Background: an optimization exercise with open tools, aiming at small area and a short achievable clock period. Do not read the settings as production practice. Function was checked by simulation only, so behaviour that the tests miss may differ from the original.

==> flow/design.v, too long to show whole: its modules and the start of the top module <==
// module dff: 16 lines
// module filter: 4984 lines
// module fa_cell: 4 lines
module filter #(parameter DATA_WIDTH = 16) (
    input clk,
    input rst_n,
    input signed [DATA_WIDTH-1:0] FilterIn,
    input ValidIn,
    output signed [32:0] data_out,
    output reg ValidOut);
  // ...
==> flow/flow/run.sh <==
#!/bin/bash
# Layout: the standard flow (standard.sh) unchanged, except that timing repair
# aims at a larger setup margin (a shorter period than the 10.5 ns clock) and the
# port buffers are plain buffers instead of delay cells.  make's full output goes
# to make_finish.log here; each ORFS step keeps its own log under orfs/logs/.
set -uo pipefail
bash standard.sh SETUP_SLACK_MARGIN=6.3 'BUFFER_PORTS_ARGS=-buffer_cell sky130_fd_sc_hd__buf_4' finish > make_finish.log 2>&1
status=$?
tail -n 40 make_finish.log
exit $status
==> flow/standard.sh <==
#!/bin/bash
# synth_recipe.tcl (not shown) runs the flow's synth.tcl, then flattens the netlist and writes it again
# the make line also repeats each setting of config.mk as NAME=value (left out here)
make -C /OpenROAD-flow-scripts/flow DESIGN_CONFIG=/design/flow/config.mk WORK_HOME=/design/flow/orfs CLKGATE_MAP_FILE= SYNTH_SCRIPT=/design/flow/synth_recipe.tcl "${@:-finish}"
==> flow/config.mk <==
export PLATFORM = sky130hd
export DESIGN_NAME = filter
export DESIGN_NICKNAME = filter
export VERILOG_FILES = /design/flow/design.v
export SDC_FILE = /design/flow/constraint.sdc
export NUM_CORES = 4
export LEC_CHECK = 0
export CAP_MARGIN = 20
export CORE_MARGIN = 2
export CORE_UTILIZATION = 25
export SETUP_SLACK_MARGIN = 5
export SLEW_MARGIN = 20
export SYNTH_HIERARCHICAL = 1
export TNS_END_PERCENT = 100
==> flow/constraint.sdc <==
create_clock -name core_clock -period 10.5 [get_ports {clk}]
set_input_delay 2.1000 -clock core_clock [delete_from_list [all_inputs] [get_ports {clk}]]
set_output_delay 2.1000 -clock core_clock [all_outputs]
set_load 0.01 [all_outputs]
==> out/summary.txt, run 1 <==
Max clock buf depth: 3
critical path, cell by cell: ha_4 > fa_2 > a21o_1 > a21oi_2 > inv_2 > buf_6 > a21o_1 > a21oi_2 > xnor2_2 > fa_1 > fa_1 > fa_2 > ha_4 > a21oi_4 > o21ai_1 > inv_1 > o21ai_1
num sequential: 553
WHS Path Cells: 0
Clock-cell share: 4.41%
crit path kind: reg -> reg
routability cong.: 0.939
placed cells: 4415
Synth Area in Compound Gates: 6.60%
multi-input combinational area share: 53.9%
post-synth top area share: 40.7%
Final Core Density: 29.0%
Non-clk invs: 205
met3 usage: 2.64%
multi-input logic area: 22800 µm²
hold path start: d5[15]$_DFF_PN0_
Worst Hold Margin: 0.329 ns
CTS sink cnt: 553
fraction of area in registers: 32.1%
clock skew: 0.0341 ns
number of fill cells: 14500
most frequent cells in the layout: fa_1 (718), dfrtp_1 (323), inv_1 (183), ha_1 (181), a21oi_1 (91)
final net count: 3550
reg2reg end: rg_21$_DFF_P_
multi-input gate count: 1684
die height: 387 µm
met2 usage: 20.5%
worst setup path start: r1_9_1$_DFF_PN0_
Synth Area in Simple Gates: 3.06%
Top delay family on crit path: adder cells
FF+latch area: 13600 µm²
Post-synth top flop: dfrtp_1
root buf cell: clkbuf_16
grt total ovfl: 0
drt drc: 0
worst hold path type: reg -> reg
status: complete, no violations
top sig layer: met5
==> run 2: changes to the inputs <==
==> flow/flow/run.sh (replaced) <==
#!/bin/bash
# Layout: the standard flow (standard.sh) unchanged, except that timing repair
# aims at a larger setup margin (a shorter period than the 10.5 ns clock) and the
# port buffers are plain buffers instead of delay cells.  make's full output goes
# to make_finish.log here; each ORFS step keeps its own log under orfs/logs/.
set -uo pipefail
bash standard.sh SETUP_SLACK_MARGIN=6.15 'BUFFER_PORTS_ARGS=-buffer_cell sky130_fd_sc_hd__buf_4' finish > make_finish.log 2>&1
status=$?
tail -n 40 make_finish.log
exit $status
==> run 2 against run 1 <==
  * Wire length decreased by 1.3%
  * Register-to-register slack worse by 0.08 ns
  * Global-route usage fell by 0.18 points
  * Synthesized cell count is the same
==> out/summary.txt, run 2 <==
cell taking the most area after synthesis: fa_1 (unchanged)
Final Cycle Share: 41.0% (was 40.3%)
pre-CTS WS: 4.96 ns (was 4.93 ns)
count leader, synth: fa_1 (unchanged)
H-tree levels: 2 (unchanged)
Mapped Avg Cell Area: 14.7 µm² (unchanged)
CP max stage delay: 0.75 ns (was 0.61 ns)
FF-to-FF setup slack: 6.19 ns (was 6.27 ns)
worst hold path type: reg -> reg (unchanged)
root buf cell: clkbuf_16 (unchanged)
Worst Tran Pin Value: 0.968 ns (was 1.00 ns)
placed cells: 4415 (unchanged)
hold path start: d5[6]$_DFF_PN0_ (was d5[15]$_DFF_PN0_)
Cell Rows: 140 (unchanged)
total length of routed wires: 94.7 mm (was 95.9 mm)
MaxCap Viol Count: 0 (unchanged)
critical path launch point type: flip-flop (unchanged)
worst reg2reg path depth: 7 (was 17)
Max clock buf depth: 3 (unchanged)
WHS Path Cells: 0 (unchanged)
end of the worst hold path: d6[6]$_DFF_PN0_ (was d6[15]$_DFF_PN0_)
share of cells above drive strength 1: 13.2% (was 17.6%)
number of fill cells: 14600 (was 14500)
total CTS buffers: 56 (was 55)
Worst Setup End Kind: flip-flop (unchanged)
GRT Total Usage: 12.8% (was 13.0%)
Worst Hold Margin: 0.341 ns (was 0.329 ns)
Clock Latency Late Sink: 0.64 ns (was 0.65 ns)
status: complete, no violations (unchanged)
final net count: 3525 (was 3550)
detailed router's first-iteration violation count: 1461 (was 1403)
data required time of the worst path: 11.07 ns (was 11.02 ns)
CP Max Fanout: 5 (was 8)
Layout area overhead: 14.2% (was 15.5%)
post-synth top area share: 40.7% (unchanged)
reg2reg end: r2_11_1$_DFF_PN1_ (was rg_21$_DFF_P_)
crit path kind: reg -> reg (unchanged)
most frequent cells in the layout: fa_1 (730), dfrtp_1 (375), inv_1 (190), ha_1 (181), a21oi_1 (100) (was fa_1 (718), dfrtp_1 (323), inv_1 (183), ha_1 (181), a21oi_1 (91))
drt drc: 0 (unchanged)
worst r2r src: pr7[5]$_DFF_PN0_ (was r1_9_1$_DFF_PN0_)
core area: 146000 µm² (unchanged)
Synth Net Count: 3454 (unchanged)
fin cells: 4528 (was 4550)
initial core utilization: 25.2% (unchanged)
minimum clock period: 4.31 ns (was 4.23 ns)
die height: 387 µm (unchanged)
Hold Buf Count CTS: 0 (unchanged)
most common cell after layout, fill and taps aside: fa_1 (unchanged)
ys async rst share: 83.9% (unchanged)
most frequent CP cell: fa_1
Rel. slew slack: 35.5% (was 33.0%)
setup violators final: 0 (unchanged)
Metal-1 WL: 43.2 mm (was 43.3 mm)
data arrival time of the worst path: 4.87 ns (was 4.75 ns)
met2 routed WL: 43.6 mm (was 43.8 mm)
DR vias: 19600 (was 19700)
TNS Setup: 0 ns (unchanged)
routed wire length per instance: 20.9 µm (was 21.1 µm)
Gate Count Post-Synth: 2492 (unchanged)
post-synthesis sequential element count: 553 (unchanged)
grt total ovfl: 0 (unchanged)
Final Worst Setup Slack: 6.19 ns (was 6.27 ns)
CTS tree: done (unchanged)
critical path, cell by cell: fa_1 > fa_1 > fa_1 > fa_1 > fa_1 > fa_1 > fa_1 (was ha_4 > fa_2 > a21o_1 > a21oi_2 > inv_2 > buf_6 > a21o_1 > a21oi_2 > xnor2_2 > fa_1 > fa_1 > fa_2 > ha_4 > a21oi_4 > o21ai_1 > inv_1 > o21ai_1)
clock skew: 0.0348 ns (was 0.0341 ns)
worst setup path start: pr7[5]$_DFF_PN0_ (was r1_9_1$_DFF_PN0_)
Synth top cells by count: fa_1 (744), dfrtp_1 (405), inv_1 (205) (unchanged)
I/O Pins: 53 (unchanged)
CTS sink cnt: 553 (unchanged)
routability cong.: 0.938 (was 0.939)
Post-synth top flop: dfrtp_1 (unchanged)
Hold Fails Final Rpt: 0 (unchanged)
fmax: 232 MHz (was 236 MHz)
Die Wd: 387 µm (unchanged)
Seq/Total Area, Yosys: 36.8% (unchanged)
WL met3: 5.42 mm (was 5.92 mm)
Post-synth EDFFs: 0 (unchanged)
fin. max-slew vios: 0 (unchanged)
Die Area: 150000 µm² (unchanged)
Critical-path top delay cell: dfrtp_1 (was fa_2)
Yosys warning count: 7 (unchanged)
synth top area cells: fa_1 (41%), dfrtp_1 (28%), ha_1 (6.8%), dfxtp_1 (4.9%), dfstp_2 (4.2%) (unchanged)
HPWL after DPL: 77.6 mm (was 78.2 mm)
initial antenna violation count: 2 (was 3)
antenna viol nets, final: 0 (unchanged)
vias in the first global route: 22300 (about the same)
first-pass iteration count of the detailed router: 5 (unchanged)
largest net degree at the start of global routing: 183 (was 185)
unrepaired setup endpoints after global routing: true (unchanged)
Top delay family on crit path: adder cells (unchanged)
Via density: 4.33 (about the same)
first-pass GRT wire length: 144 mm (was 145 mm)
mapped cell area: 36600 µm² (unchanged)
post-synth cell types: 66 (unchanged)
clock slew at reported path FFs: 0.06 ns (was 0.07 ns)
port bufs: 52 (unchanged)
top sig layer: met4 (was met5)
CP Buf/Inv Count: 0 (was 3)
run 2: cell counts after synthesis:
Identical to the previous run, type by type.
run 2: per-module statistics from Yosys (local to each module, per instance):
module   cell area, µm²  copies in the design
fa_cell            20.0                   738
filter            21800                     1
run 2: routing by layer:
| layer | vias to the layer above | GRT usage [%] |
|---|---|---|
| li1 | 8275 | - |
| met1 | 10600 | 18.1 |
| met2 | 578 | 20.2 |
| met3 | 145 | 2.23 |
| met4 | 0 | 3.39 |
| met5 | - | 0 |
run 2: area by class of cell:
| type | count | area, µm² | area share (%) |
|---|---|---|---|
| Tap cell | 1917 | 2400 | 5.74 |
| Multi-Input combinational cell | 1684 | 22600 | 54.1 |
| Inverter | 205 | 811 | 1.94 |
| Sequential cell | 553 | 13500 | 32.3 |
| Timing Repair Buffer | 63 | 556 | 1.33 |
| Antenna cell | 1 | 2.50 | 0.00598 |
| Clock buffer | 90 | 1760 | 4.22 |
| Clock inverter | 15 | 171 | 0.410 |
run 2: cells by family after synthesis:
logic type / count (synthesis) / share of synthesized area (%)
compound gates: 376 / 6.60
buf+inv: 255 / 2.96
mux: 4 / 0.109
fa+ha+maj: 943 / 47.5
simple gates: 235 / 3.06
xor+xnor: 126 / 3.01
flops: 553 / 36.8
run 2: worst max path at each step:
| stage | end | slack [ns] | depth (start not counted) |
|---|---|---|---|
| 6_report | r2_11_1$_DFF_PN1_ | 6.19 | 7 |
| 5_1_grt | rg_23$_DFF_P_ | 6.13 | 17 |
| 4_1_cts | r2_17_1$_DFF_PN1_ | 6.15 | 7 |
| 3_5_place_dp | rg_16$_DFF_P_ | 4.96 | 11 |
| 3_3_place_gp | rg_16$_DFF_P_ | 5.01 | 11 |
| 2_1_floorplan | rg_15$_DFF_P_ | 5.76 | 11 |
run 2: metrics by stage:
step,util (%),cell area (µm²)
2_1_floorplan,-,37200
3_3_place_gp,27.2,39700
3_5_place_dp,27.2,39700
4_1_cts,28.7,41700
5_1_grt,28.7,41800
6_report,28.7,41800
run 2: timing repair:
action                                  4_1_cts  5_1_grt
cloned                                        1        1
resized for setup                            26       32
endpoints found under the setup margin       69       37
setup buffers                                 2        3
pin swaps                                     8        6

-- re-timing with driven ports --
The flow's constraints put no driver on any port. The routed layouts listed below were extracted and timed again, unchanged, in two steps. Step 1, drivers: a clkbuf_16 drives clk and a buf_2 each remaining input, both assumed. Step 2, shift: input delay + t, output delay - t, t = (earliest + latest rising clock arrival at the registers) / 2. This alone moves slack from input paths to output paths. Slacks: ideal / step 1 / step 2; pairs: ideal / step 1.
run	shift t [ns]	setup slack, ns	pins driven straight from the clock port
run 1	0.699	6.270 / 6.163 / 5.464	1
run 2	0.692	6.193 / 6.193 / 5.509	1
After both steps every run listed still meets setup and hold. The setup slack of run 1, which loses most, moves by -0.107 ns with the drivers and by -0.806 ns with both steps.
